Source: an optimization exercise on an open RTL-to-GDS flow (aim: small area, a short achievable clock period and few clock cycles). Production flows keep margins and buffers that such runs may drop. Where RTL was checked, it was by simulation tests only, not by an equivalence proof against the original. Only the layout flow was run in run 3; the RTL was not checked for function there. No activity file was given, so power comes from the tool's default toggle rates.

$ cat config.mk
export PLATFORM = sky130hd
export DESIGN_NAME = cpu
export DESIGN_NICKNAME = cpu
export VERILOG_FILES = /design/flow/design.v
export SDC_FILE = /design/flow/constraint.sdc
export NUM_CORES = 4
export LEC_CHECK = 0
export CAP_MARGIN = 20
export CORE_MARGIN = 2
export CORE_UTILIZATION = 40
export SETUP_SLACK_MARGIN = 3.4
export SLEW_MARGIN = 20
$ cat constraint.sdc
create_clock -name core_clock -period 6.0 [get_ports {clk}]
set_input_delay 1.2000 -clock core_clock [delete_from_list [all_inputs] [get_ports {clk}]]
set_output_delay 1.2000 -clock core_clock [all_outputs]
set_load 0.01 [all_outputs]
$ cat design.v
module cpu (clk, reset, imem_addr, imem_data, dmem_addr, dmem_wdata, dmem_we, dmem_re, dmem_rdata, wb_en, wb_reg, wb_data);
input clk, reset;
output [31:0] imem_addr;
input  [31:0] imem_data;
output [31:0] dmem_addr, dmem_wdata;
output dmem_we, dmem_re;
input  [31:0] dmem_rdata;
output wb_en;
output [4:0] wb_reg;
output [31:0] wb_data;
reg  [31:2] pc;
wire [31:2] pc_inc = pc + 30'd1;
reg         taken_w;
reg  [31:0] d_w;
assign imem_addr = {pc, 2'b00};
function [16:0] add16c1(input [15:0] a, input [15:0] b);    
  integer l, k;
  reg [16:0] g, p, g2, p2;
  begin
    g = {a & b, 1'b1};
    p = {a ^ b, 1'b0};
    for (l = 1; l < 32; l = l * 2) begin
      g2 = g; p2 = p;
      for (k = l; k < 17; k = k + 1) begin
        g2[k] = g[k] | (p[k] & g[k-l]);
        p2[k] = p[k] & p[k-l];
      end
      g = g2; p = p2;
    end
    add16c1 = {g[16], (a ^ b) ^ g[15:0]};
  end
endfunction
function [13:0] inc14(input [13:0] a);
  integer k;
  begin
    for (k = 0; k < 14; k = k + 1) inc14[k] = a[k] ^ ((a & ((14'd1 << k) - 14'd1)) == ((14'd1 << k) - 14'd1));
  end
endfunction
function [13:0] dec14(input [13:0] a);
  integer k;
  begin
    for (k = 0; k < 14; k = k + 1) dec14[k] = a[k] ^ ((a & ((14'd1 << k) - 14'd1)) == 14'd0);
  end
endfunction
wire [16:0] tlo = add16c1(pc[17:2], imem_data[15:0]);
wire [31:18] thi_inc = inc14(pc[31:18]);
wire [31:18] thi_dec = dec14(pc[31:18]);
wire [31:18] thi = (tlo[16] == imem_data[15]) ? pc[31:18] : tlo[16] ? thi_inc : thi_dec;
always @(posedge clk) begin
  if (reset) pc <= 30'd0;
  else if (taken_w) pc <= d_w[31:2];    
  else pc <= pc_inc;
end
wire [31:0] ir = imem_data;
wire [5:0] op = ir[31:26];
wire [5:0] fn = ir[5:0];
wire [4:0] rs = ir[25:21];
wire [4:0] rt = ir[20:16];
wire [4:0] rd = ir[15:11];
wire is_r    = op == 6'd0;
wire is_addi = op == 6'd8;
wire is_andi = op == 6'd12;
wire is_ori  = op == 6'd13;
wire is_lw   = op == 6'd35;
wire is_sw   = op == 6'd43;
wire is_beq  = op == 6'd4;
wire is_bne  = op == 6'd5;
wire f_add = is_r & (fn == 6'd32);
wire f_sub = is_r & (fn == 6'd34);
wire f_and = is_r & (fn == 6'd36);
wire f_or  = is_r & (fn == 6'd37);
wire f_slt = is_r & (fn == 6'd42);
wire f_sll = is_r & (fn == 6'd0);
wire f_srl = is_r & (fn == 6'd2);
reg  [31:0] rf [1:31];
wire [31:0] rfw [0:31];
assign rfw[0] = 32'd0;
genvar g;
generate for (g = 1; g < 32; g = g + 1) begin : rfr
  assign rfw[g] = rf[g];
end endgenerate
function [31:0] rdport(input [4:0] a, input [1023:0] r);
  integer k;
  reg [31:0] q [0:7];
  begin
    rdport = 32'd0;
    for (k = 0; k < 8; k = k + 1) begin
      case (a[1:0])
        2'd0: q[k] = r[(4*k)*32 +: 32];
        2'd1: q[k] = r[(4*k+1)*32 +: 32];
        2'd2: q[k] = r[(4*k+2)*32 +: 32];
        default: q[k] = r[(4*k+3)*32 +: 32];
      endcase
      rdport = rdport | (q[k] & {32{a[4:2] == k}});
    end
  end
endfunction
wire [1023:0] rfall;
generate for (g = 0; g < 32; g = g + 1) begin : rfa
  assign rfall[g*32 +: 32] = rfw[g];
end endgenerate
wire [31:0] rs_val = rdport(rs, rfall);
wire [31:0] rt_val = rdport(rt, rfall);
function [31:0] rev(input [31:0] x);
  integer i;
  begin for (i = 0; i < 32; i = i + 1) rev[i] = x[31-i]; end
endfunction
reg  [31:0] a_x, b_x, sd_x;
reg  [4:0]  sh_x;
reg  [4:0]  dst_x;
reg         we_x, re_x, st_x, br_x, bne_x;
reg         sub_x, s_arith_x, s_and_x, s_or_x, s_slt_x, s_sll_x, s_srl_x;
wire imm_sel = is_addi | is_andi | is_ori | is_lw | is_sw;
wire sub     = f_sub | f_slt | is_beq | is_bne;
wire [31:2] btgt = {thi, tlo[15:0]};
always @(posedge clk) begin
  a_x   <= rs_val;
  b_x   <= imm_sel ? {{16{ir[15]}}, ir[15:0]} : rt_val ^ {32{sub}};
  sd_x  <= (is_beq | is_bne) ? {btgt, 2'b00} : f_sll ? rev(rt_val) : rt_val;
  sh_x  <= ir[10:6];
  dst_x <= is_r ? rd : rt;
  we_x  <= ~reset & (is_r | is_addi | is_andi | is_ori | is_lw);
  re_x  <= ~reset & is_lw;
  st_x  <= ~reset & is_sw;
  br_x  <= ~reset & (is_beq | is_bne);
  bne_x <= is_bne;
  sub_x     <= sub;
  s_arith_x <= f_add | f_sub | is_addi | is_lw | is_sw;
  s_and_x   <= f_and | is_andi;
  s_or_x    <= f_or | is_ori;
  s_slt_x   <= f_slt;
  s_sll_x   <= f_sll;
  s_srl_x   <= f_srl;
end
wire [31:0] bx  = b_x;
wire [31:0] g0 = a_x & bx;
wire [31:0] p0 = a_x ^ bx;
wire [31:0] kg [0:5];
wire [31:0] kp [0:5];
assign kg[0] = {g0[30:0], sub_x};
assign kp[0] = {p0[30:0], 1'b0};
genvar l, i;
generate for (l = 0; l < 5; l = l + 1) begin : ks
  for (i = 0; i < 32; i = i + 1) begin : b
    if (i >= (1 << l)) begin : c
      assign kg[l+1][i] = kg[l][i] | (kp[l][i] & kg[l][i - (1 << l)]);
      assign kp[l+1][i] = kp[l][i] & kp[l][i - (1 << l)];
    end else begin : n
      assign kg[l+1][i] = kg[l][i];
      assign kp[l+1][i] = kp[l][i];
    end
  end
end endgenerate
wire [31:0] sum = p0 ^ kg[5];
wire [4:0]  sh  = sh_x;
wire [31:0] shr  = sd_x >> sh;
wire [31:0] oth = ({32{s_and_x}} & (a_x & b_x))
                | ({32{s_or_x}}  & (a_x | b_x))
                | ({32{s_sll_x}} & rev(shr))
                | ({32{s_srl_x}} & shr);
wire        br_eq = &(a_x ^ b_x);
reg  [31:0] r_m, o_m;
reg         taken_m;
reg  [4:0]  dst_m;
reg         we_m, re_m, st_m, ar_m, lt_m, eq_m;
always @(posedge clk) begin
  r_m   <= sum[31:0];
  o_m   <= (st_x | br_x) ? sd_x : oth;
  taken_m <= ~reset & br_x & (br_eq ^ bne_x);
  lt_m  <= s_slt_x & ~a_x[31] & ~b_x[31];
  eq_m  <= s_slt_x & (a_x[31] ^ b_x[31]);
  ar_m  <= s_arith_x;
  dst_m <= dst_x;
  we_m  <= ~reset & we_x;
  re_m  <= ~reset & re_x;
  st_m  <= ~reset & st_x;
end
assign dmem_addr  = r_m;
assign dmem_wdata = o_m;
assign dmem_we    = st_m;
assign dmem_re    = re_m;
reg  [4:0]  dst_w;
reg         we_w;
always @(posedge clk) begin
  d_w   <= re_m ? dmem_rdata : ar_m ? r_m : {o_m[31:1], o_m[0] | lt_m | (eq_m & r_m[31])};
  dst_w <= dst_m;
  we_w  <= ~reset & we_m;
  taken_w <= ~reset & taken_m;
end
always @(posedge clk)
  if (we_w && dst_w != 5'd0) rf[dst_w] <= d_w;
assign wb_en   = we_w;
assign wb_reg  = dst_w;
assign wb_data = d_w;
endmodule
$ cat run.sh
#!/bin/bash
# synth_recipe.tcl (not shown) runs the flow's synth.tcl, then flattens the netlist and writes it again
# the make line also repeats each setting of config.mk as NAME=value (left out here)
make -C /OpenROAD-flow-scripts/flow DESIGN_CONFIG=/design/flow/config.mk WORK_HOME=/design/flow/orfs CLKGATE_MAP_FILE= SYNTH_SCRIPT=/design/flow/synth_recipe.tcl finish
==> results.txt, run 1 <==
post-route ant nets=0; hold slack=0.326 ns; Cells after Synth=3869; I/O Buffers=between 150 and 200; WS Path Type=in2reg; P&R area growth vs syn=24.4%; first drt pass iteration count=8; Slew HR=between 10% and 20%; chip height=~390 microns; CP startpoint kind=input port; status=no timing/DRC/antenna violations; CTS tree=yes; average wire per standard cell=roughly 37 microns; power per cell area=284 nW/um^2; io pins=a little over 200; number of instances in the placed design=5841; clock latency (worst-skew pair)=~0.80 ns; Setup Skew=roughly 0.048 ns; maxcap violations=0; Die X=between 300 and 400 microns; dominant cells by area after synthesis=edfxtp_1, mux4_2, dfxtp_1, a22oi_1, a21oi_1; Final min period=between 2 and 3 ns; number of synthesized flops with an enable pin=roughly 990; DP Worst Slack=about 1.2 ns; drt drc=0; fraction of layout cells with a size suffix above 1=a little under two fifths; first-pass GRT wire length=between 300 and 400 mm; Synth cell types=84; share of the synthesized area in the top cell type=roughly 50%; final hold violations=0; Leakage=25.9 nW; total wire length=around 230 mm; Initial DRC Count=~6200; crit path capture type=flip-flop; Synth async-reset ratio=0%; vias per inst=between 6 and 7; area of the multi-input gates=between 20000 and 25000 sq um; Clock transition at path regs=0.06 ns; worst-case reg-to-reg path depth=11; hold path depth=0; Seq/Total Area, Yosys=59.3%; TNS Setup=0 ns; # setup viols final=0; cell area after synthesis=around 59000 sq um; highest clock rate=between 0.3 and 0.4 GHz; flops & latches, synth=between 1000 and 1500; WP data arrival=between 3 and 4 ns; Most used DFF post-synth=edfxtp_1; via count=41600; largest net degree at the start of global routing=between 80 and 90; Post-CTS Hold Buffers=0; total core area=about 150000 sq um; row count=approximately 140; die footprint=between 150000 and 200000 sq um; FILL cells=12200; CTS root buf=clkbuf_16; dpl hpwl=135 mm; Util after Layout=between 40 and 50%; Layout Cells excl Fill=6370; CTS HTree Levels=4; initial cell density of the core=between 40% and 50%; clock buffer depth=3; Setup WS post-layout=between 3 and 4 ns; Peak VDD IR=around 210 uV; initial antenna violation count=11; crit share post-route=45.6%; Total Nets Final=between 4000 and 5000; Mapped Avg Cell Area=~15 sq um; Num Clock Sinks=roughly 1300; RSZ-0062 raised after global routing=true; Least-Margin Pin Slew=around 1.3 ns; Critical Path RT=about 6.7 ns; total gr overflow=0; clock buffer count from CTS=roughly 130; Worst Path Max Fanout=4; FF/Latch Area=about 35000 sq um; Synthesis Warnings=3; vias in the first global route=just under 40000; hold crit path type=reg2reg; Synth area leader=edfxtp_1; gr usage total=between 30 and 40%; RePlAce Congestion=around 1; Slew Viols, Final=0
## path summary, 6_finish.rpt
kind,from,slack [ns],end
min,s_arith_x,0.33,ar_m
min reg2reg,s_arith_x,0.33,ar_m
max,imem_data[31],3.26,sd_x[13]
max reg2reg,a_x[0],3.28,r_m[30]
## cells in the final DEF (no fill, tap or decap), drive strengths merged, types with 34 or more instances in the layout
cell and n:
a21oi 234, a22oi 254, and4 34, buf 447, clkbuf 183, clkdlybuf4s15 69
clkinv 56, dfxtp 263, edfxtp 992, ha 82, inv 98, mux2 86
mux2i 104, mux4 473, nand2 127, nand4 46, nor2 295, o21ai 132
xnor2 75, xor2 36
## state kept, by name, summed over array words and instances, names as in the netlist, 5 cells and up
register / cells
dst_w: 5
r_m: 32
a_x: 32
o_m: 32
d_w: 32
dst_x: 5
dst_m: 5
b_x: 32
rf: 992
sh_x: 5
sd_x: 32
pc: 30
## critical path: stages
cell and delay, ns:
buf_6 0.09, or3_4 0.38, or4_4 0.44, buf_6 0.15
nor2_8 0.09, nand3_4 0.11, buf_12 0.17, nor2_4 0.14
buf_12 0.14, buf_4 0.12, mux2_4 0.30, o21ai_2 0.10
## cell type report
cell class                      instances  area share (%)
Timing Repair inverter                  1         0.00680
Sequential cell                      1255            48.1
Inverter                               89           0.476
Antenna cell                            2         0.00680
Clock inverter                         72           0.895
Timing Repair Buffer                  599            9.59
Tap cell                             1930            3.28
Clock buffer                          168            4.89
Multi-Input combinational cell       2254            32.8
## synthesized netlist by cell type (all sizes together) (5+ instances only)
cell    instances
and4           34
o32ai           7
a211oi          9
nor4            6
mux2i         104
inv            89
o211ai          8
xor2           36
nand3          33
nand4          46
clkbuf        179
and3           11
o31ai           5
a21oi         234
xnor2          75
a221oi         16
mux2           86
o221ai          8
nand3b          6
or3            15
nor3           20
and2            9
nand2         127
a21o           15
o21a           10
buf           100
nor3b          11
mux4          473
nor2          293
dfxtp         263
a22oi         254
nand2b         20
nor2b          14
o21ai         132
ha             82
edfxtp        992
## kinds of logic after synthesis
kind of cell | synth area share, %
xor+xnor | 1.64
other cells | 0.00634
fa+ha+maj | 1.77
mux | 21.4
flops | 59.3
simple gates | 5.46
buf+inv | 2.54
compound gates | 7.91
## where the power goes
group / switching, W / internal [W] / total (W)
Clock: 0.00360 / 0.00451 / 0.00811
Combinational: 0.00167 / 0.00127 / 0.00294
Sequential: 0.000222 / 0.00960 / 0.00983
## per-layer routing
layer	vias up	GRT usage, %	part of all wire [%]
met1	21600	40.4	37
li1	16500	-	-
met2	2998	47.1	45
met5	-	0	0
met4	0	13.5	5.2
met3	521	8.02	12
## stage by stage
stage | total power (W) | instance area (sq um)
floorplan | 0.0114 | 60000
global placement | 0.0124 | 64100
detailed placement | 0.0124 | 64200
CTS | 0.0208 | 72800
global route | 0.0214 | 73600
finish | 0.0209 | 73600
## repair_timing
| item | in CTS | in global routing |
|---|---|---|
| pin swaps | 74 | 43 |
| resized for setup | 1000 | 129 |
| cloned | 45 | 6 |
| endpoints found under the setup margin | 1032 | 177 |
| setup buffers | 204 | 32 |
Testbench counts, summed over its fixed seeds: cycles 12,873.
==> run 2, diff against run 1 <==
--- a/design.v
+++ b/design.v
@@ -12,4 +12,6 @@
 wire [31:2] pc_inc = pc + 30'd1;
-reg         taken_w;
-reg  [31:0] d_w;
+reg         taken_m;
+reg  [31:0] r_m, o_m;
+reg  [31:0] ir;        
+reg  [31:2] btgt;      
 assign imem_addr = {pc, 2'b00};
@@ -50,6 +52,7 @@
   if (reset) pc <= 30'd0;
-  else if (taken_w) pc <= d_w[31:2];    
+  else if (taken_m) pc <= o_m[31:2];    
   else pc <= pc_inc;
+  ir   <= reset ? 32'd0 : imem_data;
+  btgt <= {thi, tlo[15:0]};
 end
-wire [31:0] ir = imem_data;
 wire [5:0] op = ir[31:26];
@@ -114,3 +117,2 @@
 wire sub     = f_sub | f_slt | is_beq | is_bne;
-wire [31:2] btgt = {thi, tlo[15:0]};
 always @(posedge clk) begin
@@ -161,4 +163,2 @@
 wire        br_eq = &(a_x ^ b_x);
-reg  [31:0] r_m, o_m;
-reg         taken_m;
 reg  [4:0]  dst_m;
@@ -181,2 +181,3 @@
 assign dmem_re    = re_m;
+reg  [31:0] d_w;
 reg  [4:0]  dst_w;
@@ -187,3 +188,2 @@
   we_w  <= ~reset & we_m;
-  taken_w <= ~reset & taken_m;
 end
==> run 2 against run 1 <==
  * Still clean on timing, DRC and antenna
  * Sequential cell count is 61 higher
  * Sequential share of layout area is 1.1 points higher
  * Worst hold slack worse by 0.0012 ns
  * Clock skew is 0.020 ns lower
  * Synthesized cell count is 4.7% higher
  * Non-clock buffer count is 4 lower
  * Routed wire length is 2.1% lower
  * Cell area is 1.6% higher
  * Combinational power is 16% higher
  * Largest power group unchanged
==> results.txt, run 2 <==
status=no timing/DRC/antenna violations; cell area after synthesis=60400 sq um (+2.2%); hold crit path type=reg2reg; Num Clock Sinks=1316 (+4.9%); total gr overflow=0 (unchanged); gr usage total=29.3% (-1.1 points); Initial DRC Count=5814 (-5.5%); FF/Latch Area=36700 sq um (+3.8%); Seq/Total Area, Yosys=60.0% (+0.77 points); fraction of layout cells with a size suffix above 1=36.2% (-1.3 points); final hold violations=0 (unchanged); average wire per standard cell=34.5 microns (-6.3%); first drt pass iteration count=5 (-3); crit path to=wb_data[0]; Worst Path Max Fanout=32 (+28); Largest Register=rf; share of the synthesized area in the top cell type=49.3% (-1.1 points); slowest cell on the critical path=dfxtp_4; clock buffer depth=3 (unchanged); Reg-to-Reg End=r_m[27]; io pins=202 (unchanged); Cell Chain, Critical Path=clkbuf_2; FILL cells=12600 (+3.0%); area of the multi-input gates=24000 sq um (-0.54%); crit path capture type=output port; Synth async-reset ratio=0% (unchanged); Least-Margin Pin Slew=1.07 ns (-0.194 ns); Util after Layout=49.8% (-0.11 points); Final min period=2.86 ns (+0.117 ns); chip height=393 microns (+1.1%); synth cell count leaders=edfxtp_1, mux4_2, dfxtp_1; Slew HR=28.6% (+13 points); TNS Setup=0 ns (unchanged); Largest register FFs=992 (unchanged); crit share post-route=47.6% (+2.0 points); crit path launch=d_w[0]; CP startpoint kind=flip-flop; RSZ-0062 raised after global routing=true; Buf+Inv Stages, Crit Path=1 (-4); most common cell after layout, fill and taps aside=edfxtp_1; design area=74700 sq um (+1.6%); power per cell area=311 nW/um^2 (+9.6%); post-route ant nets=0 (unchanged); Critical Path RT=4.80 ns (-1.91 ns); maxcap violations=0 (unchanged); dominant cells by area after synthesis=edfxtp_1, mux4_2, dfxtp_1, a22oi_1, a21oi_1; Synthesis Warnings=3 (unchanged); Post-DP Area=65300 sq um (+1.8%); die footprint=154000 sq um (+2.1%); Most used DFF post-synth=edfxtp_1; Peak VDD IR=253 uV (+18%); via count=42000 (+1.0%); I/O Buffers=199 (unchanged); P&R area growth vs syn=23.7%; WP depth=1 (-11); Clock transition at path regs=0.06 ns (about the same); worst-case reg-to-reg path depth=13 (+2); Top delay family on crit path=flip-flops; Setup Skew=0.0274 ns (-0.0204 ns); Pwr Total=0.0232 W (+11%); Die X=393 microns (+1.1%); clock latency (worst-skew pair)=0.80 ns (about the same); CTS root buf=clkbuf_16; highest clock rate=0.350 GHz (-4.1%); vias per inst=6.31 (-3.3%); total core area=150000 sq um (+1.8%); drt drc=0 (unchanged); CTS HTree Levels=4 (unchanged); Synth cell types=75 (-11%); flops & latches, synth=1316 (+4.9%); first-pass GRT wire length=314 mm (-1.3%); Worst path max stage delay=0.55 ns (+0.11 ns); RePlAce Congestion=0.945 (-6.8%); clock buffer count from CTS=143 (+9.2%); DP Worst Slack=1.69 ns (+0.531 ns); Synth area leader=edfxtp_1; most frequent cell after synthesis=edfxtp_1; number of synthesized flops with an enable pin=992 (unchanged); largest net degree at the start of global routing=95 (+16%); row count=142 (+0.71%); commonest cells after routing, fill and taps aside=edfxtp_1, mux4_2, buf_4; dpl hpwl=133 mm (-1.7%); initial antenna violation count=13 (+2); Leakage=25.3 nW (-2.2%); Total Nets Final=4671 (+4.3%); total wire length=230 mm (-2.1%); initial cell density of the core=40.3% (+0.14 points); Post-CTS Hold Buffers=0 (unchanged); Cells after Synth=4052 (+4.7%); Setup WS post-layout=3.14 ns (-0.117 ns); vias in the first global route=40800 (+3.1%); # setup viols final=0 (unchanged); CTS tree=yes; WP data arrival=1.66 ns (-1.79 ns); WS Path Type=reg2out; Mapped Avg Cell Area=14.9 sq um (-2.5%); Slew Viols, Final=0 (unchanged); Critical R2R Launch=a_x[1]; Reg2Reg Setup Slack=3.20 ns (-0.08 ns)
-- run 2: cell types whose count changed in the layout (fill, tap and decap cells not counted), sizes merged, moves of 11 or more --
cell           delta
clkinv           -11
nor2b            +40
mux2             -11
nand2           +150
bufinv           +15
clkdlybuf4s50    +19
mux2i            -26
clkdlybuf4s15    -53
dfxtp            +61
o21ai            +35
nor2             -30
a21oi            -15
buf              +43
-- run 2: area by class of cell --
type	count	area share [%]
antenna	1	0.00335
clock buffer	182	5.23
clock inverter	80	1.34
inverter	98	0.526
multi-input combinational	2367	32.1
sequential	1316	49.1
tap	2016	3.38
timing repair buffer	595	8.28
timing repair inverter	1	0.0117
-- run 2: how the worst min path moves through the flow --
| stage | startpoint | to | depth (start not counted) |
|---|---|---|---|
| after floorplan | s_arith_x | ar_m | 0 |
| after global placement | s_arith_x | ar_m | 0 |
| after detailed placement | dst_m[2] | dst_w[2] | 0 |
| after CTS | dst_m[2] | dst_w[2] | 0 |
| after global routing | dst_m[1] | dst_w[1] | 0 |
| final | dst_m[2] | dst_w[2] | 0 |
-- run 2: metrics by stage --
stage / cells / hold slack, ns
floorplan: 4053 / 0.310
global placement: 6096 / 0.310
detailed placement: 6103 / 0.312
CTS: 6613 / 0.325
global route: 6655 / 0.329
finish: 6656 / 0.325
-- run 2: per-layer routing --
metal / vias up / share of wire [%] / wire length [microns] / GRT usage [%]
met4: 10 / 5.2 / 12000 / 13.5
li1: 17000 / - / - / -
met3: 522 / 11 / 26400 / 7.79
met1: 21800 / 38 / 87900 / 39.2
met5: - / 0.026 / 60 / 0
met2: 2721 / 45 / 104000 / 44.7
-- run 2: logic make-up after synthesis --
| kind of cell | share of synthesized area, % |
|---|---|
| other | 0.00621 |
| adders and majority gates | 1.73 |
| muxes | 20.0 |
| buffers and inverters | 2.59 |
| xor gates and xnor gates | 1.54 |
| and+or+nand+nor | 6.14 |
| DFF | 60.0 |
| AOI/OAI and AO/OA | 7.98 |
-- run 2: report_power, final --
part | switching (W) | internal [W]
Sequential | 0.000316 | 0.0102
Combinational | 0.00199 | 0.00143
Clock | 0.00378 | 0.00549
Total | 0.00609 | 0.0171
-- run 2: what timing repair did --
item / 4_1_cts / 5_1_grt
cloned: 33 / 7
pin swaps: 73 / 50
gates resized for setup: 1067 / 111
hold endpoints to repair: 0 / 0
setup buffers: 215 / 34
endpoints found under the setup margin: 1114 / 146
Testbench counts of run 2, summed over its fixed seeds: cycles 12,905.
==> run 3, diff against run 2 <==
--- a/design.v
+++ b/design.v
@@ -1 +1,7 @@
+module ks_level #(parameter D = 1) (g, p, go, po);
+input  [31:0] g, p;
+output [31:0] go, po;
+assign go = g | (p & {g[31-D:0], {D{1'b0}}});
+assign po = p & {p[31-D:0], {D{1'b0}}};
+endmodule
 module cpu (clk, reset, imem_addr, imem_data, dmem_addr, dmem_wdata, dmem_we, dmem_re, dmem_rdata, wb_en, wb_reg, wb_data);
@@ -143,14 +149,7 @@
 assign kp[0] = {p0[30:0], 1'b0};
-genvar l, i;
-generate for (l = 0; l < 5; l = l + 1) begin : ks
-  for (i = 0; i < 32; i = i + 1) begin : b
-    if (i >= (1 << l)) begin : c
-      assign kg[l+1][i] = kg[l][i] | (kp[l][i] & kg[l][i - (1 << l)]);
-      assign kp[l+1][i] = kp[l][i] & kp[l][i - (1 << l)];
-    end else begin : n
-      assign kg[l+1][i] = kg[l][i];
-      assign kp[l+1][i] = kp[l][i];
-    end
-  end
-end endgenerate
+ks_level #(.D(1))  ks0 (kg[0], kp[0], kg[1], kp[1]);
+ks_level #(.D(2))  ks1 (kg[1], kp[1], kg[2], kp[2]);
+ks_level #(.D(4))  ks2 (kg[2], kp[2], kg[3], kp[3]);
+ks_level #(.D(8))  ks3 (kg[3], kp[3], kg[4], kp[4]);
+ks_level #(.D(16)) ks4 (kg[4], kp[4], kg[5], kp[5]);
 wire [31:0] sum = p0 ^ kg[5];
==> flow/run.sh (new file) <==
#!/bin/bash
# The standard flow, with one change: after global placement the port
# buffers become plain buffers (see portbuf.tcl). Each tool's output goes to
# a log of its own in this folder.
set -euo pipefail
RES=$PWD/orfs/results/$FLOW_PLATFORM/cpu/base
bash standard.sh "$RES/3_3_place_gp.odb" > std_to_global_place.log 2>&1
ODB="$RES/3_3_place_gp.odb" openroad -no_init -exit flow/portbuf.tcl > portbuf.log 2>&1
bash standard.sh > std_finish.log 2>&1
test -f out/final.def
==> flow/portbuf.tcl (new file) <==
# The standard flow buffers every port with a delay cell (clkdlybuf4s50_1),
# and its later sizing keeps to that cell's footprint. Swap those port
# buffers for plain buffers before the placement-stage sizing, which then
# sizes them like any other buffer.
read_db $::env(ODB)
set buf [[ord::get_db] findMaster sky130_fd_sc_hd__buf_4]
set n 0
foreach inst [[ord::get_db_block] getInsts] {
  if {[regexp {^(input|output)[0-9]+$} [$inst getName]] &&
      [regexp {dly} [[$inst getMaster] getName]]} {
    $inst swapMaster $buf
    incr n
  }
}
puts "swapped $n port buffers to sky130_fd_sc_hd__buf_4"
write_db $::env(ODB)
==> standard.sh (new file) <==
#!/bin/bash
# synth_recipe.tcl (not shown) runs the flow's synth.tcl, then flattens the netlist and writes it again
# the make line also repeats each setting of config.mk as NAME=value (left out here)
make -C /OpenROAD-flow-scripts/flow DESIGN_CONFIG=/design/flow/config.mk WORK_HOME=/design/flow/orfs CLKGATE_MAP_FILE= SYNTH_SCRIPT=/design/flow/synth_recipe.tcl "${@:-finish}"
--- a/config.mk
+++ b/config.mk
@@ -12 +12,2 @@
 export SLEW_MARGIN = 20
+export SYNTH_HIERARCHICAL = 1
removed: run.sh
==> run 3 against run 2 <==
  * Still clean on timing, DRC and antenna
  * Worst hold slack improved by 0.0022 ns
  * Cell area rose by 1.9%
  * Sequential share of layout area fell by 0.98 points
  * Register-to-register slack improved by 0.16 ns
  * Highest routed layer unchanged
  * Critical endpoint is now wb_data[20]
  * Sequential power barely moved
  * Non-clock buffer count rose by 11
==> results.txt, run 3 <==
status=no timing/DRC/antenna violations; Least-Margin Pin Slew=0.986 ns (-0.0833 ns); RSZ-0062 raised after global routing=true; clock buffer count from CTS=145 (+1.4%); drt drc=0 (unchanged); Largest Register=rf; CTS HTree Levels=4 (unchanged); Slew Viols, Final=0 (unchanged); area of the multi-input gates=25200 sq um (+5.0%); maxcap violations=0 (unchanged); vias in the first global route=42400 (+3.9%); Peak VDD IR=359 uV (+42%); Top delay family on crit path=flip-flops; first-pass GRT wire length=350 mm (+11%); Largest register FFs=992 (unchanged); CTS tree=yes; post-route ant nets=0 (unchanged); die footprint=159000 sq um (+3.3%); Mapped Avg Cell Area=14.6 sq um (-2.3%); power per cell area=308 nW/um^2 (-0.98%); Worst Hold End=dst_m[2]; RePlAce Congestion=1.01 (+6.5%); vias per inst=6.45 (+2.2%); clock latency (worst-skew pair)=0.81 ns (about the same); chip height=399 microns (+1.6%); fraction of layout cells with a size suffix above 1=32.9% (-3.3 points); slowest cell on the critical path=dfxtp_4; highest clock rate=0.378 GHz (+7.8%); Setup Skew=0.0354 ns (+0.00802 ns); Reg2Reg Setup Slack=3.36 ns (+0.16 ns); total wire length=262 mm (+14%); Critical R2R Launch=a_x[0]; Synthesis Warnings=11 (+8); Critical Path RT=4.80 ns (about the same); Slew HR=33.6% (+4.9 points); Cell Chain, Critical Path=buf_12 -> buf_6; Die X=399 microns (+1.6%); crit path capture type=output port; P&R area growth vs syn=22.0%; worst-case reg-to-reg path depth=8 (-5); Initial DRC Count=6446 (+11%); clock buffer depth=3 (unchanged); FF/Latch Area=36700 sq um (-0.15%); crit share post-route=44.1% (-3.5 points); I/O Buffers=199 (unchanged); dpl hpwl=158 mm (+19%); Leakage=27.2 nW (+7.2%); total gr overflow=0 (unchanged); average wire per standard cell=38.1 microns (+10%); cell area after synthesis=62400 sq um (+3.3%); largest net degree at the start of global routing=116 (+22%); Met1 Wirelength=98.6 mm (+12%); TNS Setup=0 ns (unchanged); total core area=155000 sq um (+3.1%); gr usage total=32.1% (+2.7 points); DR top layer=met5; Total Nets Final=4859 (+4.0%); # setup viols final=0 (unchanged); met2 routed WL=118 mm (+14%); hold path depth=0 (unchanged); Util after Layout=49.3% (-0.59 points); WP data arrival=1.45 ns (-0.21 ns); CTS root buf=clkbuf_16; initial antenna violation count=20 (+7); most common cell after layout, fill and taps aside=edfxtp_1; Post-DP Area=66300 sq um (+1.5%); Final min period=2.65 ns (-0.208 ns); WS Path Type=reg2out; Reg-to-Reg End=r_m[30]; initial cell density of the core=40.4% (+0.078 points); hold wc startpoint=dst_x[2]; met3 WL=28.5 mm (+7.8%); CP startpoint kind=flip-flop; design area=76100 sq um (+1.9%); crit path launch=d_w[20]; first drt pass iteration count=5 (unchanged); Cells after Synth=4284 (+5.7%); Buf+Inv Stages, Crit Path=2 (+1); commonest cells after routing, fill and taps aside=edfxtp_1, buf_4, mux4_2; hold crit path type=reg2reg; Worst path max stage delay=0.35 ns (-0.20 ns); Worst Path Max Fanout=5 (-84%); FILL cells=13200 (+4.9%); Clock transition at path regs=0.06 ns (about the same); via count=44400 (+5.6%); Num Clock Sinks=1316 (unchanged); io pins=202 (unchanged); final hold violations=0 (unchanged); row count=144 (+1.4%)
## run 3: layout make-up
cell class,instances,share of cell area (%)
Antenna cell,4,0.0131
Clock buffer,193,5.25
Clock inverter,69,0.828
Inverter,84,0.417
Multi-Input combinational cell,2558,33.1
Sequential cell,1316,48.2
Tap cell,2044,3.36
Timing Repair Buffer,606,8.88
## run 3: how the worst max path moves through the flow
| stage | to | slack [ns] | depth (start not counted) |
|---|---|---|---|
| after floorplan | btgt[30] | 3.15 | 8 |
| after global placement | btgt[22] | 2.16 | 8 |
| after detailed placement | b_x[9] | 2.25 | 7 |
| after CTS | sd_x[25] | 3.31 | 9 |
| after global routing | b_x[21] | 3.30 | 8 |
| final | wb_data[20] | 3.35 | 2 |
## run 3: metal layers
metal / GRT usage, % / vias to the layer above
li1: - / 17800
met1: 41.5 / 22900
met2: 49.6 / 3020
met3: 8.03 / 638
met4: 17.3 / 8
met5: 0 / -
## run 3: through the flow
step,total power [W],hold WS [ns],setup slack [ns],std cells
after floorplan,0.0124,0.310,3.15,4285
after global placement,0.0141,0.311,2.16,6320
after detailed placement,0.0140,0.315,2.25,6320
after CTS,0.0233,0.330,3.31,6822
after global routing,0.0240,0.332,3.30,6870
final,0.0234,0.327,3.35,6874
## run 3: timing repair
| item | in CTS | in global routing |
|---|---|---|
| cloned | 33 | 11 |
| buffers inserted | 207 | 37 |
| hold buffers | 0 | 0 |
| endpoints found under the setup margin | 1062 | 101 |
| gates resized for setup | 416 | 74 |
| pin swaps | 39 | 12 |
## run 3: report_power, final
group / internal (W) / switching (W)
sequential: 0.0102 / 0.000457
clock: 0.00505 / 0.00382
combinational: 0.00162 / 0.00227
## run 3: worst register-to-register path: stages, from the launching register on
cell	delay (ns)
dfxtp_1	0.48
inv_1	0.09
ha_1	0.48
and2_1	0.26
a21o_1	0.22
a21o_1	0.24
a21o_1	0.23
a21o_1	0.22
xor2_1	0.29
==> run 4, diff against run 3 <==
--- a/design.v
+++ b/design.v
@@ -21,2 +21,9 @@
 reg  [31:0] ir;        
+reg  [31:1] rs_oh, rt_oh;    
+function [31:1] onehot(input [4:0] a);
+  integer k;
+  begin
+    for (k = 1; k < 32; k = k + 1) onehot[k] = (a == k);
+  end
+endfunction
 reg  [31:2] btgt;      
@@ -61,2 +68,4 @@
   ir   <= reset ? 32'd0 : imem_data;
+  rs_oh <= reset ? 31'd0 : onehot(imem_data[25:21]);
+  rt_oh <= reset ? 31'd0 : onehot(imem_data[20:16]);
   btgt <= {thi, tlo[15:0]};
@@ -90,16 +99,8 @@
 end endgenerate
-function [31:0] rdport(input [4:0] a, input [1023:0] r);
+function [31:0] rdport(input [31:1] sel, input [1023:0] r);
   integer k;
-  reg [31:0] q [0:7];
   begin
     rdport = 32'd0;
-    for (k = 0; k < 8; k = k + 1) begin
-      case (a[1:0])
-        2'd0: q[k] = r[(4*k)*32 +: 32];
-        2'd1: q[k] = r[(4*k+1)*32 +: 32];
-        2'd2: q[k] = r[(4*k+2)*32 +: 32];
-        default: q[k] = r[(4*k+3)*32 +: 32];
-      endcase
-      rdport = rdport | (q[k] & {32{a[4:2] == k}});
-    end
+    for (k = 1; k < 32; k = k + 1)
+      rdport = rdport | (r[k*32 +: 32] & {32{sel[k]}});
   end
@@ -110,4 +111,4 @@
 end endgenerate
-wire [31:0] rs_val = rdport(rs, rfall);
-wire [31:0] rt_val = rdport(rt, rfall);
+wire [31:0] rs_val = rdport(rs_oh, rfall);
+wire [31:0] rt_val = rdport(rt_oh, rfall);
 function [31:0] rev(input [31:0] x);
--- a/config.mk
+++ b/config.mk
@@ -10,2 +10,4 @@
 export CORE_UTILIZATION = 40
+export CTS_CLUSTER_DIAMETER = 60
+export CTS_CLUSTER_SIZE = 25
 export SETUP_SLACK_MARGIN = 3.4
==> run 4 against run 3 <==
  * Highest routed layer unchanged
  * Cell count fell by 2.4%
  * Critical endpoint is now b_x[19]
  * Core utilization fell by 2.0 points
  * Cell area fell by 9.7%
==> results.txt, run 4 <==
CTS HTree Levels=3 (-1); slowest cell on the critical path=or4_4; Final min period=2.69 ns (+0.0411 ns); hold path depth=0 (unchanged); P&R area growth vs syn=17.5%; clock buffer count from CTS=101 (-30%); Slew HR=18.3% (-15 points); row count=140 (-2.8%); hold crit path type=reg2reg; Largest register FFs=992 (unchanged); most common cell after layout, fill and taps aside=edfxtp_1; vias in the first global route=45300 (+6.7%); clock latency (worst-skew pair)=0.75 ns (-0.06 ns); Worst path max stage delay=0.48 ns (+0.13 ns); highest clock rate=0.372 GHz (-1.5%); Critical R2R Launch=ir[27]; RePlAce Congestion=0.972 (-3.3%); Num Clock Sinks=1373 (+4.3%); Mapped Avg Cell Area=13.1 sq um (-10%); CP startpoint kind=flip-flop; worst-case reg-to-reg path depth=9 (+1); Setup WS post-layout=3.31 ns (-0.0411 ns); Clock transition at path regs=0.08 ns (+0.02 ns); Reg2Reg Setup Slack=3.31 ns (-0.05 ns); design area=68800 sq um (-9.7%); Largest Register=rf; I/O Buffers=199 (unchanged); drt drc=0 (unchanged); average wire per standard cell=42.3 microns (+11%); vias per inst=7.20 (+11%); Initial DRC Count=9570 (+48%); initial antenna violation count=27 (+35%); Top delay family on crit path=simple AND/OR/NAND/NOR gates; clock buffer depth=3 (unchanged); die footprint=149000 sq um (-6.1%); power per cell area=304 nW/um^2 (-1.1%); Leakage=24.6 nW (-9.5%); Least-Margin Pin Slew=1.21 ns (+0.226 ns); Setup Skew=0.0511 ns (+0.0158 ns); # setup viols final=0 (unchanged); first drt pass iteration count=12 (+7); total gr overflow=0 (unchanged); Cell Chain, Critical Path=or3_4 -> or4_4 -> or4_4 -> buf_12 -> o21ai_4 -> buf_12 -> clkbuf_16 -> xnor2_2 -> a21oi_1; Worst Path Max Fanout=8 (+3); WP data arrival=3.27 ns (+1.82 ns); cell area after synthesis=58500 sq um (-6.2%); Pwr Total=0.0209 W (-11%); CTS root buf=clkbuf_16; CTS tree=yes; initial cell density of the core=40.2% (-0.16 points); maxcap violations=0 (unchanged); Critical Path RT=6.58 ns (+1.78 ns); chip height=387 microns (-3.1%); Synthesis Warnings=7 (-4); final hold violations=0 (unchanged); Cells after Synth=4471 (+4.4%); Peak VDD IR=217 uV (-40%); crit path capture type=flip-flop; gr usage total=36.5% (+4.5 points); total wire length=284 mm (+8.3%); hold wc startpoint=s_arith_x; DP Worst Slack=1.99 ns (-0.256 ns); io pins=202 (unchanged); commonest cells after routing, fill and taps aside=edfxtp_1, a22oi_1, buf_4; Total Nets Final=4847 (-0.25%); Die X=387 microns (-3.1%); RSZ-0062 raised after global routing=true; status=no timing/DRC/antenna violations; Worst Hold End=ar_m; first-pass GRT wire length=378 mm (+8.0%); Post-DP Area=62400 sq um (-5.9%); Slew Viols, Final=0 (unchanged); post-route ant nets=0 (unchanged); via count=48300 (+8.8%); crit share post-route=44.8% (+0.69 points); total core area=146000 sq um (-5.8%); dpl hpwl=153 mm (-3.6%); Reg-to-Reg End=b_x[19]; Buf+Inv Stages, Crit Path=3 (+1); TNS Setup=0 ns (unchanged); fraction of layout cells with a size suffix above 1=20.5% (-12 points); largest net degree at the start of global routing=70 (-40%); WS Path Type=reg2reg
==> run 4: stage by stage <==
| stage | utilization [%] | hold WS [ns] | instances |
|---|---|---|---|
| 6_report | 47.2 | 0.329 | 6709 |
| 3_5_place_dp | 42.9 | 0.312 | 6364 |
| 3_3_place_gp | 43.2 | 0.311 | 6362 |
| 2_1_floorplan | - | 0.310 | 4472 |
| 5_1_grt | 47.2 | 0.334 | 6701 |
| 4_1_cts | 46.8 | 0.331 | 6676 |
==> run 4: area by class of cell <==
type	instances	area (sq um)
Clock inverter	77	1050
Fill cell	12800	76800
Tap cell	1917	2400
Sequential cell	1373	37800
Timing Repair Buffer	449	4410
Clock buffer	111	2660
Inverter	83	314
Multi-Input combinational cell	2691	20100
Antenna cell	8	20.0
==> run 4: timing repair <==
| action | in CTS | in global routing |
|---|---|---|
| buffers inserted | 104 | 21 |
| gates resized for setup | 227 | 68 |
| gates cloned | 20 | 4 |
| pin swaps | 17 | 24 |
| hold buffers | 0 | 0 |
| endpoints found under the setup margin | 572 | 254 |
==> run 4: where the power goes <==
part	switching, W	internal [W]
Combinational	0.00143	0.000959
Clock	0.00397	0.00366
Sequential	0.000390	0.0105
==> run 4: worst max-delay path by stage <==
stage | slack [ns] | depth (start not counted) | end | from
6_report | 3.31 | 9 | b_x[19] | ir[27]
5_1_grt | 3.26 | 9 | b_x[30] | ir[27]
4_1_cts | 3.21 | 9 | sd_x[30] | ir[27]
3_5_place_dp | 1.99 | 10 | btgt[23] | imem_data[3]
3_3_place_gp | 1.56 | 11 | btgt[23] | imem_data[0]
2_1_floorplan | 2.52 | 3 | rf[17][0] | dst_w[4]
==> run 4: routing by layer <==
layer,vias to the layer above,global-route usage (%),share of wire (%)
met3,1433,15.9,17
met2,5077,53.1,42
met5,-,0,0.065
met4,30,24.1,8.6
li1,18300,-,-
met1,23400,43.9,33
Testbench counts of run 4, summed over its fixed seeds: cycles 12,905.
==> run 5, diff against run 4 <==
--- a/design.v
+++ b/design.v
@@ -67,3 +67,3 @@
   else pc <= pc_inc;
-  ir   <= reset ? 32'd0 : imem_data;
+  ir   <= imem_data;
   rs_oh <= reset ? 31'd0 : onehot(imem_data[25:21]);
@@ -72,7 +72,6 @@
 end
-wire [5:0] op = ir[31:26];
-wire [5:0] fn = ir[5:0];
-wire [4:0] rs = ir[25:21];
-wire [4:0] rt = ir[20:16];
-wire [4:0] rd = ir[15:11];
+wire [5:0] op = imem_data[31:26];
+wire [5:0] fn = imem_data[5:0];
+wire [4:0] rt = imem_data[20:16];
+wire [4:0] rd = imem_data[15:11];
 wire is_r    = op == 6'd0;
@@ -124,20 +123,39 @@
 wire sub     = f_sub | f_slt | is_beq | is_bne;
+reg  [4:0]  dst_d;
+reg         imm_sel_d, sub_d, br_d, bne_d, we_d, re_d, st_d;
+reg         s_arith_d, s_and_d, s_or_d, s_slt_d, s_sll_d, s_srl_d;
+always @(posedge clk) begin
+  dst_d     <= is_r ? rd : rt;
+  imm_sel_d <= imm_sel;
+  sub_d     <= sub;
+  br_d      <= ~reset & (is_beq | is_bne);
+  bne_d     <= is_bne;
+  we_d      <= ~reset & (is_r | is_addi | is_andi | is_ori | is_lw);
+  re_d      <= ~reset & is_lw;
+  st_d      <= ~reset & is_sw;
+  s_arith_d <= f_add | f_sub | is_addi | is_lw | is_sw;
+  s_and_d   <= f_and | is_andi;
+  s_or_d    <= f_or | is_ori;
+  s_slt_d   <= f_slt;
+  s_sll_d   <= f_sll;
+  s_srl_d   <= f_srl;
+end
 always @(posedge clk) begin
   a_x   <= rs_val;
-  b_x   <= imm_sel ? {{16{ir[15]}}, ir[15:0]} : rt_val ^ {32{sub}};
-  sd_x  <= (is_beq | is_bne) ? {btgt, 2'b00} : f_sll ? rev(rt_val) : rt_val;
+  b_x   <= imm_sel_d ? {{16{ir[15]}}, ir[15:0]} : rt_val ^ {32{sub_d}};
+  sd_x  <= br_d ? {btgt, 2'b00} : s_sll_d ? rev(rt_val) : rt_val;
   sh_x  <= ir[10:6];
-  dst_x <= is_r ? rd : rt;
-  we_x  <= ~reset & (is_r | is_addi | is_andi | is_ori | is_lw);
-  re_x  <= ~reset & is_lw;
-  st_x  <= ~reset & is_sw;
-  br_x  <= ~reset & (is_beq | is_bne);
-  bne_x <= is_bne;
-  sub_x     <= sub;
-  s_arith_x <= f_add | f_sub | is_addi | is_lw | is_sw;
-  s_and_x   <= f_and | is_andi;
-  s_or_x    <= f_or | is_ori;
-  s_slt_x   <= f_slt;
-  s_sll_x   <= f_sll;
-  s_srl_x   <= f_srl;
+  dst_x <= dst_d;
+  we_x  <= ~reset & we_d;
+  re_x  <= ~reset & re_d;
+  st_x  <= ~reset & st_d;
+  br_x  <= ~reset & br_d;
+  bne_x <= bne_d;
+  sub_x     <= sub_d;
+  s_arith_x <= s_arith_d;
+  s_and_x   <= s_and_d;
+  s_or_x    <= s_or_d;
+  s_slt_x   <= s_slt_d;
+  s_sll_x   <= s_sll_d;
+  s_srl_x   <= s_srl_d;
 end
--- a/config.mk
+++ b/config.mk
@@ -9,3 +9,3 @@
 export CORE_MARGIN = 2
-export CORE_UTILIZATION = 40
+export CORE_UTILIZATION = 47
 export CTS_CLUSTER_DIAMETER = 60
==> run 5 against run 4 <==
  * Still clean on timing, DRC and antenna
  * Setup slack improved by 0.063 ns
  * Power fell by 2.4%
  * Routed wire length rose by 0.28%
  * Clock skew fell by 0.0042 ns
  * Sequential cell count rose by 7
  * Highest routed layer unchanged
==> results.txt, run 5 <==
Seq pwr share=52.6% (+0.5 points); RePlAce Congestion=0.963 (-1.0%); status=no timing/DRC/antenna violations; CP startpoint kind=flip-flop; TNS Setup=0 ns (unchanged); commonest cells after routing, fill and taps aside=edfxtp_1, a22oi_1, buf_4; Worst Path Max Fanout=20 (+12); Cells after Synth=4468 (-0.067%); DP Worst Slack=2.60 ns (+0.608 ns); Post-DP Area=62200 sq um (-0.38%); WS Path Type=reg2reg; crit path capture type=flip-flop; io pins=202 (unchanged); Util after Layout=55.6% (+8.3 points); Slew HR=16.8% (-1.6 points); area of the multi-input gates=19800 sq um (-1.7%); WP data arrival=3.25 ns (-0.02 ns); Pint=0.0150 W (-1.1%); Die X=357 microns (-7.7%); gr usage total=43.5% (+7.0 points); power per cell area=298 nW/um^2 (-2.2%); initial antenna violation count=19 (-30%); Worst path max stage delay=0.72 ns (+0.24 ns); cell area after synthesis=58400 sq um (-0.16%); die footprint=127000 sq um (-15%); most common cell after layout, fill and taps aside=edfxtp_1; Total Nets Final=4863 (+0.33%); Critical Path RT=6.62 ns (+0.04 ns); clock latency (worst-skew pair)=0.78 ns (+0.03 ns); clock buffer depth=3 (unchanged); first-pass GRT wire length=377 mm (-0.25%); total wire length=284 mm (+0.28%); Setup Skew=0.0469 ns (-0.00424 ns); Setup WS post-layout=3.37 ns (+0.0632 ns); CTS root buf=clkbuf_16; row count=129 (-7.9%); Post-CTS Hold Buffers=0 (unchanged); total gr overflow=0 (unchanged); vias in the first global route=44900 (-0.91%); Leakage=25.7 nW (+4.6%); CTS HTree Levels=3 (unchanged); highest clock rate=0.381 GHz (+2.4%); hold path depth=0 (unchanged); Mapped Avg Cell Area=13.1 sq um (about the same); drt drc=0 (unchanged); I/O Buffers=199 (unchanged); worst-case reg-to-reg path depth=7 (-2); via count=48200 (-0.21%); Initial DRC Count=10800 (+13%); Reg2Reg Setup Slack=3.37 ns (+0.06 ns); hold slack=0.328 ns (-0.000994 ns); Cell Chain, Critical Path=buf_8 -> a22o_1 -> a221oi_1 -> nand3_1 -> or4_1 -> mux2i_1 -> o21ai_0; Clock transition at path regs=0.09 ns (about the same); Psw=0.00546 W (-5.9%); vias per inst=7.46 (+3.7%); dpl hpwl=155 mm (+1.9%); Largest register FFs=992 (unchanged); Largest Register=rf; average wire per standard cell=44.0 microns (+4.2%); Net Sw Frac=26.7% (-0.98 points); FF/Latch Area=38000 sq um (+0.47%); fraction of layout cells with a size suffix above 1=20.1% (-0.44 points); # setup viols final=0 (unchanged); maxcap violations=0 (unchanged); crit share post-route=43.8% (-1.1 points); clock share of power=40.0% (+3.5 points); hold crit path type=reg2reg; design area=68600 sq um (-0.24%); total core area=123000 sq um (-15%); Least-Margin Pin Slew=1.24 ns (+0.0230 ns); clock buffer count from CTS=108 (+6.9%); largest net degree at the start of global routing=64 (-8.6%); P&R area growth vs syn=17.4% (about the same); initial cell density of the core=47.3% (+7.1 points); FILL cells=10200 (-20%); slowest cell on the critical path=or4_1; post-route ant nets=0 (unchanged); CTS tree=yes; first drt pass iteration count=10 (-2); Slew Viols, Final=0 (unchanged); Peak VDD IR=262 uV (+21%); combinational fraction of design power=7.4% (-4.0 points); final hold violations=0 (unchanged); Final min period=2.63 ns (-0.0632 ns); Synthesis Warnings=7 (unchanged); chip height=357 microns (-7.7%); RSZ-0062 raised after global routing=true; Num Clock Sinks=1380 (+0.51%)
-- run 5: stage by stage --
step	total power, W	std cells
floorplan	0.0114	4469
detailed placement	0.0123	6116
CTS	0.0204	6433
finish	0.0204	6459
global route	0.0208	6448
global placement	0.0123	6114
-- run 5: final timing paths --
path	from	end
max reg2reg	rt_oh[1]	sd_x[25]
max	rt_oh[1]	sd_x[25]
min reg2reg	dst_m[4]	dst_w[4]
min	dst_m[4]	dst_w[4]
-- run 5: power groups by stage --
stage                     combinational, W  clock (W)  sequential, W
final                              0.00152    0.00817         0.0107
after CTS                          0.00145    0.00818         0.0107
after detailed placement           0.00125          0         0.0110
after floorplan                   0.000542          0         0.0109
after global placement             0.00132          0         0.0110
after global routing               0.00157    0.00854         0.0107
-- run 5: final cells by class --
cell class | instances | area share [%]
diodes | 12 | 0.0438
clock buffers | 115 | 4.07
clock inverters | 90 | 1.92
inverters | 94 | 0.520
multi-input cells | 2683 | 28.8
flip-flops and latches | 1380 | 55.4
well taps | 1637 | 2.99
repair buffers | 448 | 6.27
-- run 5: metal layers --
metal,routed length [microns],up-vias,track usage [%]
met2,118000,5047,63.6
met1,92200,23200,51.4
met3,47100,1561,18.4
met5,80,-,0.111
li1,-,18400,-
met4,27300,12,31.9
-- run 5: timing repair --
action,4_1_cts,5_1_grt
setup endpoints to repair,776,101
gates cloned,14,0
setup buffers,98,14
pin swaps,12,7
resized for setup,275,36
-- run 5: worst max-delay path: cells and delay by family (launching register included) --
kind / cells / cell delay (ns)
and+or+nand+nor: 2 / 0.82
DFF: 1 / 0.49
AOI/OAI and AO/OA: 3 / 0.65
buffers and inverters: 1 / 0.29
muxes: 1 / 0.22
Testbench counts of run 5, summed over its fixed seeds: cycles 12,905.
==> run 6, diff against run 5 <==
--- a/design.v
+++ b/design.v
@@ -199,3 +199,4 @@
 assign dmem_re    = re_m;
-reg  [31:0] d_w;
+wire [31:0] d_m = re_m ? dmem_rdata : ar_m ? r_m : {o_m[31:1], o_m[0] | lt_m | (eq_m & r_m[31])};
+reg  [31:0] d_w, wbd_w;
 reg  [4:0]  dst_w;
@@ -203,3 +204,4 @@
 always @(posedge clk) begin
-  d_w   <= re_m ? dmem_rdata : ar_m ? r_m : {o_m[31:1], o_m[0] | lt_m | (eq_m & r_m[31])};
+  wbd_w <= d_m;
+  d_w   <= d_m & {32{we_m}};
   dst_w <= dst_m;
@@ -211,3 +213,3 @@
 assign wb_reg  = dst_w;
-assign wb_data = d_w;
+assign wb_data = wbd_w;
 endmodule
==> flow/run.sh (replaced) <==
#!/bin/bash
# The standard flow with two changes, passed to its make as variables:
# - the port buffers are plain buffers (buf_4) instead of the delay cell the
#   standard flow picks, so that sizing can treat them like other buffers;
# - clock tree synthesis runs without dummy loads.
# The make output goes to a log of its own in this folder.
set -euo pipefail
bash standard.sh \
  "BUFFER_PORTS_ARGS=-buffer_cell sky130_fd_sc_hd__buf_4" \
  "CTS_ARGS=-sink_clustering_enable -repair_clock_nets -sink_clustering_size 25 -sink_clustering_max_diameter 60 -dont_use_dummy_load" \
  finish > std_finish.log 2>&1
test -f out/final.def
--- a/config.mk
+++ b/config.mk
@@ -9,6 +9,6 @@
 export CORE_MARGIN = 2
-export CORE_UTILIZATION = 47
+export CORE_UTILIZATION = 40
 export CTS_CLUSTER_DIAMETER = 60
 export CTS_CLUSTER_SIZE = 25
-export SETUP_SLACK_MARGIN = 3.4
+export SETUP_SLACK_MARGIN = 3.6
 export SLEW_MARGIN = 20
removed: flow/portbuf.tcl
==> run 6 against run 5 <==
  * Via count grew 1.3%
  * Combinational power is essentially flat
  * Still clean on timing, DRC and antenna
  * Critical endpoint is now dmem_re
  * Count of clock-buffer cells in the layout shrank 9
  * Maximum frequency grew 4.5%
  * Critical path depth shrank 5
==> results.txt, run 6 <==
vias per inst=7.24 (-2.9%); RSZ-0062 raised after global routing=true; fraction of layout cells with a size suffix above 1=19.8% (-0.34 points); post-route ant nets=0 (unchanged); Final min period=2.51 ns (-0.113 ns); io pins=202 (unchanged); Psw=0.00438 W (-20%); clock share of power=34.4% (-5.6 points); Worst Path Max Fanout=2 (-90%); Total Nets Final=4941 (+1.6%); final hold violations=0 (unchanged); average wire per standard cell=42.7 microns (-3.1%); P&R area growth vs syn=16.4%; total wire length=288 mm (+1.1%); WS Path Type=reg2out; clock buffer depth=3 (unchanged); first drt pass iteration count=11 (+1); combinational fraction of design power=8.2% (+0.8 points); clock buffer count from CTS=106 (-1.9%); CTS root buf=clkbuf_16; crit share post-route=41.9% (-1.9 points); commonest cells after routing, fill and taps aside=edfxtp_1, a22oi_1, buf_4; via count=48800 (+1.3%); Clock transition at path regs=0.08 ns (about the same); maxcap violations=0 (unchanged); row count=141 (+9.3%); Least-Margin Pin Slew=1.21 ns (-0.0239 ns); die footprint=152000 sq um (+19%); cell area after synthesis=59400 sq um (+1.6%); chip height=389 microns (+9.2%); total core area=147000 sq um (+19%); Slew HR=19.2% (+2.5 points); highest clock rate=0.398 GHz (+4.5%); total gr overflow=0 (unchanged); clock latency (worst-skew pair)=0.79 ns (about the same); Synthesis Warnings=7 (unchanged); Die X=389 microns (+9.2%); WP data arrival=1.31 ns (-1.94 ns); CTS tree=yes; # setup viols final=0 (unchanged); Setup Skew=0.107 ns (+0.0597 ns); largest net degree at the start of global routing=64 (unchanged); drt drc=0 (unchanged); Slew Viols, Final=0 (unchanged); first-pass GRT wire length=384 mm (+1.9%); power per cell area=269 nW/um^2 (-9.6%); dpl hpwl=156 mm (+0.30%); Critical Path RT=4.80 ns (-1.82 ns); Initial DRC Count=10400 (-3.1%); Largest Register=rf; Mapped Avg Cell Area=13.1 sq um (+0.12%); CTS HTree Levels=3 (unchanged); I/O Buffers=199 (unchanged); crit path capture type=output port; Pint=0.0142 W (-5.0%); initial cell density of the core=40.3% (-7.1 points); CP startpoint kind=flip-flop; Cells after Synth=4534 (+1.5%); Peak VDD IR=231 uV (-12%); initial antenna violation count=13 (-6); Num Clock Sinks=1412 (+2.3%); vias in the first global route=45700 (+1.8%); gr usage total=36.8% (-6.7 points); Util after Layout=46.8% (-8.7 points); Leakage=22.4 nW (-13%); Largest register FFs=992 (unchanged); TNS Setup=0 ns (unchanged); hold crit path type=reg2reg; most common cell after layout, fill and taps aside=edfxtp_1; Net Sw Frac=23.5% (-3.2 points); RePlAce Congestion=1.00 (+4.0%); Seq pwr share=57.4% (+4.8 points); status=no timing/DRC/antenna violations
run 6: path summary, 6_finish.rpt:
kind / cells after the start / endpoint / startpoint / slack [ns]
worst max-delay path: 2 / dmem_re / re_m / 3.49
worst min-delay path: 0 / dst_m[1] / dst_x[1] / 0.30
worst max register to register: 5 / a_x[18] / rs_oh[22] / 3.51
worst min register to register: 0 / dst_m[1] / dst_x[1] / 0.30
run 6: what timing repair did:
action / 4_1_cts / 5_1_grt
setup buffers: 132 / 27
resized for setup: 404 / 87
cloned: 3 / 1
endpoints found under the setup margin: 1224 / 227
pin swaps: 18 / 21
hold buffers: 0 / 0
run 6: layer usage:
metal  track usage, %  up-vias  wire length, microns
met5             1.05        -                   102
met4             27.5        8                 28200
met3             15.3     1560                 45700
met2             54.1     5123                121000
met1             42.9    23600                 93100
li1                 -    18500                     -
run 6: critical path, stage by stage (launching register included):
cell and delay (ns):
dfxtp_4 0.35, buf_12 0.12, buf_6 0.11
run 6: power by group through the flow:
| stage | Combinational (W) | Sequential [W] | Clock, W |
|---|---|---|---|
| 3_3_place_gp | 0.00119 | 0.0109 | 0 |
| 6_report | 0.00152 | 0.0107 | 0.00640 |
| 4_1_cts | 0.00142 | 0.0107 | 0.00639 |
| 2_1_floorplan | 0.000523 | 0.0108 | 0 |
| 5_1_grt | 0.00157 | 0.0107 | 0.00674 |
| 3_5_place_dp | 0.00119 | 0.0109 | 0 |
run 6: area by class of cell:
| class | instances | area [sq um] |
|---|---|---|
| fillers | 12900 | 78400 |
| well taps | 1930 | 2410 |
| inverters | 91 | 355 |
| flip-flops and latches | 1412 | 38700 |
| repair buffers | 460 | 4480 |
| clock buffers | 106 | 2650 |
| diodes | 17 | 42.5 |
| multi-input cells | 2722 | 20500 |
run 6: per-stage QoR:
step | cell area [sq um] | worst slack (ns) | instances | hold slack, ns | total power [W]
5_1_grt | 69100 | 3.44 | 6722 | 0.298 | 0.0190
3_5_place_dp | 63400 | 2.53 | 6452 | 0.312 | 0.0121
3_3_place_gp | 63400 | 2.52 | 6452 | 0.312 | 0.0121
4_1_cts | 68500 | 3.45 | 6693 | 0.293 | 0.0185
2_1_floorplan | 59800 | 2.94 | 4535 | 0.310 | 0.0114
6_report | 69100 | 3.49 | 6738 | 0.304 | 0.0186
Testbench counts of run 6, summed over its fixed seeds: cycles 12,905.
==> run 7, diff against run 6 <==
--- a/design.v
+++ b/design.v
@@ -68,4 +68,4 @@
   ir   <= imem_data;
-  rs_oh <= reset ? 31'd0 : onehot(imem_data[25:21]);
-  rt_oh <= reset ? 31'd0 : onehot(imem_data[20:16]);
+  rs_oh <= onehot(imem_data[25:21]);
+  rt_oh <= onehot(imem_data[20:16]);
   btgt <= {thi, tlo[15:0]};
==> run 7 against run 6 <==
  * Non-clock buffer count up 27
  * Core utilization up 0.15 points
  * Synthesized cell count down 0.24%
  * Still clean on timing, DRC and antenna
  * Via count down 0.60%
  * Largest cell class unchanged
  * Die area up 0.17%
==> results.txt, run 7 <==
combinational fraction of design power=9.2% (+1.0 points); CTS HTree Levels=3 (unchanged); Die X=390 microns (about the same); Peak VDD IR=236 uV (+1.8%); Setup Skew=0.0939 ns (-0.0127 ns); Clock transition at path regs=0.09 ns (about the same); Cell Chain, Critical Path=buf_12 -> buf_6; initial antenna violation count=20 (+7); die footprint=152000 sq um (+0.17%); I/O Buffers=199 (unchanged); P&R area growth vs syn=16.7%; hold crit path type=reg2reg; Largest register FFs=992 (unchanged); Largest Register=rf; Cells after Synth=4523 (-0.24%); TNS Setup=0 ns (unchanged); Critical Path RT=4.80 ns (about the same); Worst path max stage delay=0.34 ns (about the same); cell area after synthesis=59500 sq um (+0.17%); total wire length=281 mm (-2.3%); Total Nets Final=4944 (+0.061%); Psw=0.00448 W (+2.5%); status=no timing/DRC/antenna violations; vias per inst=7.19 (-0.62%); Final min period=2.53 ns (+0.0161 ns); hold slack=0.320 ns (+0.0155 ns); clock share of power=33.7% (-0.7 points); commonest cells after routing, fill and taps aside=edfxtp_1, a22oi_1, buf_4; maxcap violations=0 (unchanged); Slew Viols, Final=0 (unchanged); crit share post-route=42.2% (+0.27 points); slowest cell on the critical path=dfxtp_2; power per cell area=270 nW/um^2 (+0.38%); CTS root buf=clkbuf_16; CTS tree=yes; Initial DRC Count=10800 (+3.0%); Num Clock Sinks=1412 (unchanged); Top delay family on crit path=flip-flops; total core area=148000 sq um (+0.12%); Buf+Inv Stages, Crit Path=2 (unchanged); first drt pass iteration count=14 (+3); post-route ant nets=0 (unchanged); Least-Margin Pin Slew=1.17 ns (-0.0406 ns); chip height=390 microns (about the same); io pins=202 (unchanged); initial cell density of the core=40.3% (about the same); clock buffer count from CTS=104 (-1.9%); CP startpoint kind=flip-flop; WP data arrival=1.33 ns (+0.02 ns); crit path capture type=output port; largest net degree at the start of global routing=65 (+1.6%); Slew HR=21.9% (+2.7 points); row count=141 (unchanged); Net Sw Frac=23.9% (+0.38 points); total gr overflow=0 (unchanged); Synthesis Warnings=7 (unchanged); Leakage=22.6 nW (+0.99%); Seq pwr share=57.1% (-0.3 points); drt drc=0 (unchanged); # setup viols final=0 (unchanged); Pwr Total=0.0188 W (+0.82%); first-pass GRT wire length=375 mm (-2.3%); final hold violations=0 (unchanged); WS Path Type=reg2out; clock latency (worst-skew pair)=0.79 ns (about the same); clock buffer depth=3 (unchanged); fraction of layout cells with a size suffix above 1=20.9% (+1.1 points); Mapped Avg Cell Area=13.2 sq um (+0.41%); vias in the first global route=45000 (-1.4%); via count=48500 (-0.60%); Util after Layout=47.0% (+0.15 points); average wire per standard cell=41.7 microns (-2.3%); highest clock rate=0.395 GHz (-0.64%); Pint=0.0143 W (+0.32%); dpl hpwl=161 mm (+3.0%); RePlAce Congestion=0.980 (-2.1%); most common cell after layout, fill and taps aside=edfxtp_1; Worst Path Max Fanout=3 (+1); RSZ-0062 raised after global routing=true; gr usage total=35.8% (-1.0 points)
==> run 7: what timing repair did <==
item | 4_1_cts | 5_1_grt
setup buffers | 120 | 56
setup endpoints to repair | 1026 | 330
pin swaps | 22 | 36
hold buffers | 0 | 0
gates cloned | 0 | 1
resized for setup | 410 | 118
==> run 7: area by class of cell <==
class                           instances  area (sq um)
Fill cell                           12900         78300
Sequential cell                      1412         38700
Multi-Input combinational cell       2708         20600
Timing Repair Buffer                  487          4770
Clock buffer                          104          2600
Tap cell                             1930          2410
Inverter                               83           314
Antenna cell                           15          37.5
==> run 7: per-layer routing <==
layer	part of all wire (%)	track usage, %	wire [microns]	vias to the layer above
met5	0.18	1.28	504	-
met4	10	25.6	28400	24
met3	16	14.3	45600	1656
met2	41	52.0	115000	5137
met1	32	42.9	91200	23200
li1	-	-	-	18400
==> run 7: through the flow <==
stage,cell area (sq um),setup slack [ns],cells
after CTS,68400,3.43,6666
after global routing,69400,3.45,6729
after detailed placement,63500,2.63,6442
after global placement,63400,2.65,6437
after floorplan,59800,2.82,4524
final,69400,3.47,6739
==> run 7: final timing paths <==
path / from / to / slack, ns / cells past startpoint
setup / recovery: dst_w[2] / wb_reg[2] / 3.47 / 2
hold / removal: s_srl_d / s_srl_x / 0.32 / 0
setup reg to reg: rs_oh[24] / a_x[24] / 3.53 / 4
hold reg to reg: s_srl_d / s_srl_x / 0.32 / 0
==> run 7: power groups by stage <==
stage / Combinational [W] / Sequential [W] / Clock [W]
after detailed placement: 0.00136 / 0.0110 / 0
after floorplan: 0.000641 / 0.0109 / 0
after CTS: 0.00159 / 0.0107 / 0.00631
after global placement: 0.00135 / 0.0110 / 0
final: 0.00172 / 0.0107 / 0.00632
after global routing: 0.00177 / 0.0107 / 0.00663
==> run 7: worst register-to-register path, delay by kind of cell (launching register included) <==
| kind | cells | cell delay [ns] |
|---|---|---|
| DFF | 1 | 0.69 |
| and+or+nand+nor | 2 | 0.85 |
| AOI/OAI and AO/OA | 2 | 0.66 |
Testbench counts of run 7, summed over its fixed seeds: cycles 12,905.

[what the ideal ports hide]
No port has a modelled driver above. Below, the same layouts with a new extraction and two added sets of constraints. Step 1: set_driving_cell puts a clkbuf_16 on clk and a buf_2 on each other input, an assumption about the parent block. Step 2, shift: input delay + t, output delay - t, t = (earliest + latest rising clock arrival at the registers) / 2. This alone moves slack from input paths to output paths. Slacks: ideal ports / drivers / drivers and shift; pairs: ideal ports / drivers.
run | t (ns) | slack for setup (ns) | worst setup path after step 2 | clock arrival spread, ns
run 1 | 0.863 | 3.262 / 3.145 / 2.283 | input to register | 0.051 / 0.051
run 2 | 0.870 | 3.144 / 3.060 / 2.548 | input to register | 0.032 / 0.032
run 3 | 0.883 | 3.352 / 3.263 / 2.664 | input to register | 0.037 / 0.037
run 4 | 0.814 | 3.311 / 3.311 / 2.692 | input to register | 0.063 / 0.063
run 5 | 0.834 | 3.374 / 3.312 / 2.724 | input to register | 0.050 / 0.050
run 6 | 0.814 | 3.487 / 3.404 / 2.786 | input to register | 0.121 / 0.121
run 7 | 0.833 | 3.471 / 3.382 / 2.764 | input to register | 0.095 / 0.094
After both steps setup and hold are still met in every run listed. For run 1, which loses most, drivers alone change the setup slack by -0.117 ns; drivers and shift together by -0.979 ns.
